What follows belongs to an exercise in optimizing a design on an open flow for small area; a production flow would make more cautious choices. At most, simulation tests tie the RTL to the original design; equivalence was not proved. Power and IR drop assume default switching activity.

// cic32
module cic32
    (
        input i_clk_high,
        input i_reset,
        input [7:0] i_signal,
        output reg o_clk_low,
        output [9:0] o_signal
    );
    reg [4:0] r_counter;
    reg [2:0] r_frames;             
    wire      w_last = (r_counter == 5'd31);
    always @(posedge i_clk_high or posedge i_reset)
        if (i_reset) begin
            r_counter <= 5'd0;
            o_clk_low <= 1'b0;
            r_frames  <= 3'd0;
        end else begin
            r_counter <= r_counter + 5'd1;
            o_clk_low <= w_last;
            if (w_last && r_frames != 3'd5)
                r_frames <= r_frames + 3'd1;
        end
    reg [25:0] r_int0;
    reg [20:0] r_int1;
    reg [15:0] r_int2;
    reg r_c0_8;    
    reg r_c0_13;    
    reg r_c0_18;    
    reg r_c0_23;    
    reg r_c1_3;    
    reg r_c1_8;    
    reg r_c1_13;    
    reg r_c1_18;    
    reg r_c2_3;    
  ...
clock: 2.6 ns
lec_check: 0
cap_margin: 20
core_margin: 2
core_utilization: 40
setup_slack_margin: 0.0
slew_margin: 20
standard.sh (not shown) runs the stock make flow with config.mk's settings and CLKGATE_MAP_FILE= SYNTH_SCRIPT=/design/flow/synth_recipe.tcl, a recipe that flattens the netlist after the stock synthesis.
==> flow/flow/run.sh <==
#!/bin/bash
# The standard layout with three changes:
#  - after the standard synthesis, full adders that Yosys mapped with all
#    inputs and outputs inverted are flipped (fa is self-dual) so the inverters
#    cancel (flow/fa_polarity.py; registers are not touched);
#  - CTS adds no dummy loads and clusters up to 18 sinks per leaf buffer;
#  - ports are buffered with buf_1 instead of delay cells.
set -euo pipefail
export CTS_ARGS="-sink_clustering_enable -repair_clock_nets -dont_use_dummy_load -sink_clustering_size 18 -sink_clustering_max_diameter 60 -buf_list {sky130_fd_sc_hd__clkbuf_8}"
export BUFFER_PORTS_ARGS="-buffer_cell sky130_fd_sc_hd__buf_1"
bash standard.sh synth > synth.log 2>&1
R=orfs/results/sky130hd/cic32/base
cp $R/1_2_yosys.v standard_synth.v
python3 flow/fa_polarity.py standard_synth.v $R/1_2_yosys.v > fa_polarity.log 2>&1
rm -f $R/1_synth.odb $R/1_synth.sdc
bash standard.sh > layout.log 2>&1
Other scripts of this flow, unchanged in this note and not shown: flow/flow/fa_polarity.py
Next try:
==> flow/flow/run.sh (replaced) <==
#!/bin/bash
# The standard layout with three changes:
#  - after the standard synthesis, full adders that Yosys mapped with all
#    inputs and outputs inverted are flipped (fa is self-dual) so the inverters
#    cancel (flow/fa_polarity.py; registers are not touched);
#  - CTS adds no dummy loads and clusters up to 16 sinks per leaf buffer;
#  - ports are buffered with buf_2 instead of delay cells.
set -euo pipefail
export CTS_ARGS="-sink_clustering_enable -repair_clock_nets -dont_use_dummy_load -sink_clustering_size 16 -sink_clustering_max_diameter 70 -buf_list {sky130_fd_sc_hd__clkbuf_8}"
export BUFFER_PORTS_ARGS="-buffer_cell sky130_fd_sc_hd__buf_2"
bash standard.sh synth > synth.log 2>&1
R=orfs/results/sky130hd/cic32/base
cp $R/1_2_yosys.v standard_synth.v
python3 flow/fa_polarity.py standard_synth.v $R/1_2_yosys.v > fa_polarity.log 2>&1
rm -f $R/1_synth.odb $R/1_synth.sdc
bash standard.sh > layout.log 2>&1
Worst hold slack hardly moves.
Setup slack gains 0.0057 ns.
Synthesized area stays the same.
Global-route usage barely changes.
Count of clock-buffer cells in the layout is higher by 1.
Sequential power hardly moves.
Next try:
==> flow/flow/run.sh (replaced) <==
#!/bin/bash
# The standard layout with three changes:
#  - after the standard synthesis, full adders that Yosys mapped with all
#    inputs and outputs inverted are flipped (fa is self-dual) so the inverters
#    cancel (flow/fa_polarity.py; registers are not touched);
#  - CTS adds no dummy loads and clusters up to 20 sinks per leaf buffer;
#  - ports are buffered with buf_1 instead of delay cells.
set -euo pipefail
export CTS_ARGS="-sink_clustering_enable -repair_clock_nets -dont_use_dummy_load -sink_clustering_size 20 -sink_clustering_max_diameter 80 -buf_list {sky130_fd_sc_hd__clkbuf_8}"
export BUFFER_PORTS_ARGS="-buffer_cell sky130_fd_sc_hd__buf_1"
bash standard.sh synth > synth.log 2>&1
R=orfs/results/sky130hd/cic32/base
cp $R/1_2_yosys.v standard_synth.v
python3 flow/fa_polarity.py standard_synth.v $R/1_2_yosys.v > fa_polarity.log 2>&1
rm -f $R/1_synth.odb $R/1_synth.sdc
bash standard.sh > layout.log 2>&1
What happened: Via count is lower by 0.50%; die area does not change; design area is lower by 1.1%.

---

## main
cic32, a different RTL version from the one above (not shown whole).
For scale: ~620 cells after synthesis, roughly 230 flip-flops, ~21 I/O pins, roughly 8000 um2 of cells after synthesis.
==> flow/design.v (excerpt) <==
module cic32
    (
        input i_clk_high,
        input i_reset,
        input [7:0] i_signal,
        output reg o_clk_low,
        output [9:0] o_signal
    );
export LEC_CHECK = 0
export CAP_MARGIN = 20
export CORE_MARGIN = 2
export CORE_UTILIZATION = 40
export CTS_BUF_LIST = sky130_fd_sc_hd__clkbuf_4 sky130_fd_sc_hd__clkbuf_8
export SETUP_SLACK_MARGIN = 0.05
export SLEW_MARGIN = 20
create_clock -name core_clock -period 2.6 [get_ports {i_clk_high}]
run.sh (not shown) runs the stock make flow with config.mk's settings and CLKGATE_MAP_FILE= SYNTH_SCRIPT=/design/flow/synth_recipe.tcl, a recipe that flattens the netlist after the stock synthesis.
Stock flow here: none of the scripts above is used.
Modified inputs, the feature branch compared to main
# main
export LEC_CHECK = 0
export CAP_MARGIN = 20
export CORE_MARGIN = 2
export CORE_UTILIZATION = 40
export CTS_BUF_LIST = sky130_fd_sc_hd__clkbuf_4 sky130_fd_sc_hd__clkbuf_8
export SETUP_SLACK_MARGIN = 0.05
export SLEW_MARGIN = 20
create_clock -name core_clock -period 2.6 [get_ports {i_clk_high}]
# the feature branch
export LEC_CHECK = 0
export CAP_MARGIN = 20
export CORE_MARGIN = 2
export CORE_UTILIZATION = 40
export SETUP_SLACK_MARGIN = 0.3
export SLEW_MARGIN = 20
create_clock -name core_clock -period 2.6 [get_ports {i_clk_high}]
Results
The feature branch ended up with r_int1[20] as its capture point of the worst path; main ended up with o_signal[5]. Delta (the feature branch minus main): critical path's largest stage delay down 0.12 ns, share of the clock period used by the worst path shows a reduction of 6.4 points, wire length -0.54%, sequential share of layout area dropped 0.94 points.

---

== run a ==
cic32, a different RTL version from the one above (not shown whole).
Size: about 430 cells after synthesis.
Settings: LEC_CHECK=0, CAP_MARGIN=20, CORE_MARGIN=2, CORE_UTILIZATION=65, PLACE_DENSITY=0.75, SETUP_SLACK_MARGIN=0.0, SLEW_MARGIN=20; clock period 2.6 ns.
standard.sh (not shown) runs the stock make flow with config.mk's settings and CLKGATE_MAP_FILE= SYNTH_SCRIPT=/design/flow/synth_recipe.tcl, a recipe that flattens the netlist after the stock synthesis.
==> flow/flow/run.sh <==
#!/bin/bash
# The standard layout with three changes:
#  - after the standard synthesis, full adders that Yosys mapped with all
#    inputs and outputs inverted are flipped (fa is self-dual) so the inverters
#    cancel (flow/fa_polarity.py; registers are not touched);
#  - CTS adds no dummy loads and clusters up to 20 sinks per leaf buffer;
#  - ports are buffered with buf_1 instead of delay cells.
set -euo pipefail
export CTS_ARGS="-sink_clustering_enable -repair_clock_nets -dont_use_dummy_load -sink_clustering_size 20 -sink_clustering_max_diameter 80 -buf_list {sky130_fd_sc_hd__clkbuf_8}"
export BUFFER_PORTS_ARGS="-buffer_cell sky130_fd_sc_hd__buf_1"
bash standard.sh synth > synth.log 2>&1
R=orfs/results/sky130hd/cic32/base
cp $R/1_2_yosys.v standard_synth.v
python3 flow/fa_polarity.py standard_synth.v $R/1_2_yosys.v > fa_polarity.log 2>&1
rm -f $R/1_synth.odb $R/1_synth.sdc
bash standard.sh > layout.log 2>&1
Other scripts of this flow, unchanged in this note and not shown: flow/flow/fa_polarity.py
## Diff of input files: run b against run a
# run a
export LEC_CHECK = 0
export CAP_MARGIN = 20
export CORE_MARGIN = 2
export CORE_UTILIZATION = 65
export PLACE_DENSITY = 0.75
export SETUP_SLACK_MARGIN = 0.0
export SLEW_MARGIN = 20
create_clock -name core_clock -period 2.6 [get_ports {i_clk_high}]
# run b
export LEC_CHECK = 0
export CAP_MARGIN = 20
export CORE_MARGIN = 2
export CORE_UTILIZATION = 40
export SETUP_SLACK_MARGIN = 0.0
export SLEW_MARGIN = 20
create_clock -name core_clock -period 2.6 [get_ports {i_clk_high}]
Between run a and run b, the difference in power is negligible.
Compared with run a, run b degrades setup slack.
Sort run a and run b by area growth from synthesis to layout desc -> top: run b
Run b vs run a on portion of the clock cycle consumed by the worst path in the final layout: run b is the higher one.
Function was not checked in any run of this note: the RTL went through the layout flow alone.

---

Another version of the RTL of cic32 (not shown whole).
Size: roughly 500 cells after synthesis, roughly 240 flip-flops.
==> flow/config.mk <==
export PLATFORM = sky130hd
export DESIGN_NAME = cic32
export DESIGN_NICKNAME = cic32
export VERILOG_FILES = /design/flow/design.v
export SDC_FILE = /design/flow/constraint.sdc
export NUM_CORES = 4
export LEC_CHECK = 0
export CAP_MARGIN = 20
export CORE_MARGIN = 2
export CORE_UTILIZATION = 40
export CTS_BUF_LIST = sky130_fd_sc_hd__clkbuf_4 sky130_fd_sc_hd__clkbuf_8
export SETUP_SLACK_MARGIN = 0.05
export SLEW_MARGIN = 20
==> flow/constraint.sdc <==
create_clock -name core_clock -period 2.6 [get_ports {i_clk_high}]
set_input_delay 0.5200 -clock core_clock [delete_from_list [all_inputs] [get_ports {i_clk_high}]]
set_output_delay 0.5200 -clock core_clock [all_outputs]
set_load 0.01 [all_outputs]
==> flow/flow/run.sh <==
#!/bin/bash
export CTS_ARGS="-sink_clustering_enable -repair_clock_nets -dont_use_dummy_load -sink_clustering_size 30 -sink_clustering_max_diameter 100 -buf_list {sky130_fd_sc_hd__clkbuf_16}"
bash standard.sh > standard.log 2>&1
The baseline ran to the end with no violations.
Rerun with:
==> flow/flow/run.sh (replaced) <==
#!/bin/bash
export CTS_ARGS="-sink_clustering_enable -repair_clock_nets -dont_use_dummy_load -sink_clustering_size 20 -sink_clustering_max_diameter 80 -buf_list {sky130_fd_sc_hd__clkbuf_8}"
bash standard.sh > standard.log 2>&1
What happened: Non-clock buffer count climbs by 1; via count barely changes; maximum frequency hardly moves; flip-flop and latch count does not change; utilization fell by 0.40 points; register-to-register slack barely changes; total power shrinks by 3.6%; setup slack loses 7.2 ps.
Rerun with:
==> flow/flow/run.sh (replaced) <==
#!/bin/bash
cp standard.sh standard_copy.txt
export CTS_ARGS="-sink_clustering_enable -repair_clock_nets -dont_use_dummy_load -buf_list {sky130_fd_sc_hd__clkbuf_4 sky130_fd_sc_hd__clkbuf_8}"
bash standard.sh > standard.log 2>&1
What happened:
- global-route usage climbs by 0.63 points
- routed wire length climbs by 4.4%
- total power climbs by about 13%
- clock-buffer cell count climbs by 23
- sequential power stays flat
- design area climbs by about 3.7%
- register-to-register slack is about the same
Rerun with:
==> flow/run.sh (new file) <==
#!/bin/bash
# synth_recipe.tcl (not shown) runs the flow's synth.tcl, then flattens the netlist and writes it again
# the make line also repeats each setting of config.mk as NAME=value (left out here)
make -C /OpenROAD-flow-scripts/flow DESIGN_CONFIG=/design/flow/config.mk WORK_HOME=/design/flow/orfs CLKGATE_MAP_FILE= SYNTH_SCRIPT=/design/flow/synth_recipe.tcl finish
removed: flow/flow/run.sh
removed: flow/standard.sh
Effect: The new run produced a clean layout. Clock power came out higher by about 32%. Sequential share of layout area came out lower by 2.1 points. Final area came out higher by 3.5%. Die area is unchanged. Core utilization came out higher by 1.6 points. Via count came out higher by 1.8%. Total power came out higher by about 10%. Final cell count came out higher by about 4%.

---

Setup of the previous run:
The RTL this note starts from:
==> flow/design.v <==
module cic32
    (
        input i_clk_high,
        input i_reset,
        input [7:0] i_signal,
        output reg o_clk_low,
        output [9:0] o_signal
    );
    reg [4:0] r_counter;
    reg [2:0] r_frames;             
    wire      w_last = (r_counter == 5'd31);
    always @(posedge i_clk_high or posedge i_reset)
        if (i_reset) begin
            r_counter <= 5'd0;
            o_clk_low <= 1'b0;
            r_frames  <= 3'd0;
        end else begin
            r_counter <= r_counter + 5'd1;
            o_clk_low <= w_last;
            if (w_last && r_frames != 3'd5)
                r_frames <= r_frames + 3'd1;
        end
    reg [25:0] r_int0;
    reg [20:0] r_int1;
    reg [15:0] r_int2;
    always @(posedge i_clk_high or posedge i_reset)
        if (i_reset) begin
            r_int0 <= 26'd0;
            r_int1 <= 21'd0;
            r_int2 <= 16'd0;
        end else begin
            r_int0 <= r_int0 + {18'd0, i_signal};
            r_int1 <= r_int1 + r_int0[25:5];
            r_int2 <= r_int2 + r_int1[20:5];
        end
    reg [47:0] r_xr;
    integer i;
    always @(posedge i_clk_high) begin
        r_xr <= {r_xr[46:0], r_xr[47]};
        if (w_last)
            for (i = 0; i < 14; i = i + 1)
                r_xr[13 - i] <= r_int2[2 + i];
    end
    wire w_old = (r_frames >= 3'd3);    
    wire w_p1  = (r_counter == 5'd1);
    wire w_p2  = (r_counter == 5'd2);
    wire w_p3  = (r_counter == 5'd3);
    reg  r_k1, r_k2, r_k3;
    wire a1 = r_xr[14];
    wire b1 = ~(r_xr[30] & w_old);
    wire c1 = w_p1 | r_k1;
    wire s1 = a1 ^ b1 ^ c1;
    reg [63:0] r_cr;
    wire w_wr1 = (r_counter >= 5'd2) && (r_counter <= 5'd14);
    wire w_wr2 = (r_counter >= 5'd3) && (r_counter <= 5'd14);
    wire a2 = s1;
    wire b2 = ~(r_cr[63] & w_old);
    wire c2 = w_p2 | r_k2;
    wire s2 = a2 ^ b2 ^ c2;
    wire a3 = s2;
    wire b3 = ~(r_cr[15] & w_old);
    wire c3 = w_p3 | r_k3;
    wire s3 = a3 ^ b3 ^ c3;
    always @(posedge i_clk_high) begin
        r_k1 <= (a1 & b1) | (a1 & c1) | (b1 & c1);
        r_k2 <= (a2 & b2) | (a2 & c2) | (b2 & c2);
        r_k3 <= (a3 & b3) | (a3 & c3) | (b3 & c3);
        r_cr <= {r_cr[62:0], r_cr[63]};
        if (w_wr1) r_cr[0]  <= s1;
        if (w_wr2) r_cr[16] <= s2;
    end
    reg [41:0] r_or;
    wire w_wr3 = (r_counter >= 5'd5) && (r_counter <= 5'd14);
    always @(posedge i_clk_high) begin
        r_or <= {r_or[40:0], r_or[41]};
        if (w_wr3) r_or[0] <= s3;
    end
    wire w_valid = (r_frames == 3'd5);
    genvar g;
    generate
        for (g = 0; g < 10; g = g + 1) begin : g_out
            assign o_signal[g] = r_or[38 - g] & w_valid;
        end
    endgenerate
endmodule
Settings: LEC_CHECK=0, ABC_AREA=1, CAP_MARGIN=20, CORE_MARGIN=2, CORE_UTILIZATION=40, CTS_BUF_LIST=sky130_fd_sc_hd__clkbuf_4 sky130_fd_sc_hd__clkbuf_8, SETUP_SLACK_MARGIN=0.0, SLEW_MARGIN=20; clock period 2.6 ns.
run.sh (not shown) runs the stock make flow with config.mk's settings and CLKGATE_MAP_FILE= SYNTH_SCRIPT=/design/flow/synth_recipe.tcl, a recipe that flattens the netlist after the stock synthesis.
Stock flow here: none of the scripts above is used.
The flow completed for the previous run, but it is not clean: the layout still shows setup timing.
--- input diff the previous run..the current run ---
Settings: a deleted ABC_AREA that had been 1; a deleted CTS_BUF_LIST that had been sky130_fd_sc_hd__clkbuf_4 sky130_fd_sc_hd__clkbuf_8; a change of SETUP_SLACK_MARGIN from 0.0 to 0.3.
--- outcome ---
The lower portion of total power attributed to combinational logic of the previous run and the current run is in the previous run. Delta(number of combinational gates with multiple inputs, the current run - the previous run) < 0. On cell area after synthesis, the current run does better than the previous run. Between the previous run and the current run, the flow reports wire length of the first global-routing pass decreasing by more than 10%. Across the previous run and the current run, no clean finish was achieved. Layout checks on the previous run: not met. Flow itself completed; violations: setup timing. To summarise the current run: no stage aborted, but the layout did not pass its checks, failing on setup timing. The current run vs. the previous run: die area now smaller, headroom to the max-slew limit now sits higher, internal power summed over all cells closely matched the old numbers, mean area per synthesized cell went up. Relative to the previous run, the placed cell area measured on the current run has decreased by a little under 10%. Minimum setup slack in the final design, the previous run and the current run: higher on the previous run.
No run of this note included a check of the RTL's function; only the layout flow was run.

[re-timing with driven ports]
In the flow no input, the clock included, has a driving cell. The finished layouts below were timed again as built, in two steps. Step 1: set_driving_cell puts a clkbuf_16 on i_clk_high and a buf_2 on each other input, an assumption about the parent block. Step 2 also shifts input and output timing later by t, the mid clock arrival at the registers, as if the neighbouring blocks saw the same clock. Slacks: no drivers / after step 1 / after step 2; pairs: no drivers / after step 1.
run	t (ns)	setup slack, ns	slew at the worst register clock pin (ns)
the first run of note 1	0.504	0.065 / 0.065 / 0.065	0.10 / 0.10
the second run of note 1	0.528	0.071 / 0.071 / 0.071	0.10 / 0.10
the third run of note 1	0.516	0.044 / 0.044 / 0.044	0.12 / 0.12
main	0.535	0.158 / 0.119 / -0.097	0.06 / 0.06
the feature branch	0.554	0.324 / 0.324 / -0.045	0.07 / 0.07
run a	0.506	0.091 / 0.091 / 0.091	0.12 / 0.12
run b	0.514	0.071 / 0.071 / 0.071	0.12 / 0.12
the first run of note 4	0.481	0.172 / 0.165 / 0.172	0.11 / 0.11
the second run of note 4	0.502	0.165 / 0.139 / 0.165	0.12 / 0.12
the third run of note 4	0.530	0.169 / 0.149 / 0.129	0.06 / 0.06
the fourth run of note 4	0.547	0.169 / 0.132 / 0.146	0.06 / 0.06
the previous run	0.562	-0.030 / -0.030 / -0.030	0.06 / 0.06
the current run	0.541	-0.248 / -0.248 / -0.248	0.06 / 0.06
Met with ideal ports but missed after step 2: setup timing in main and the feature branch. The setup slack of the feature branch, which loses most, moves by 0.000 ns with the drivers and by -0.369 ns with both steps.
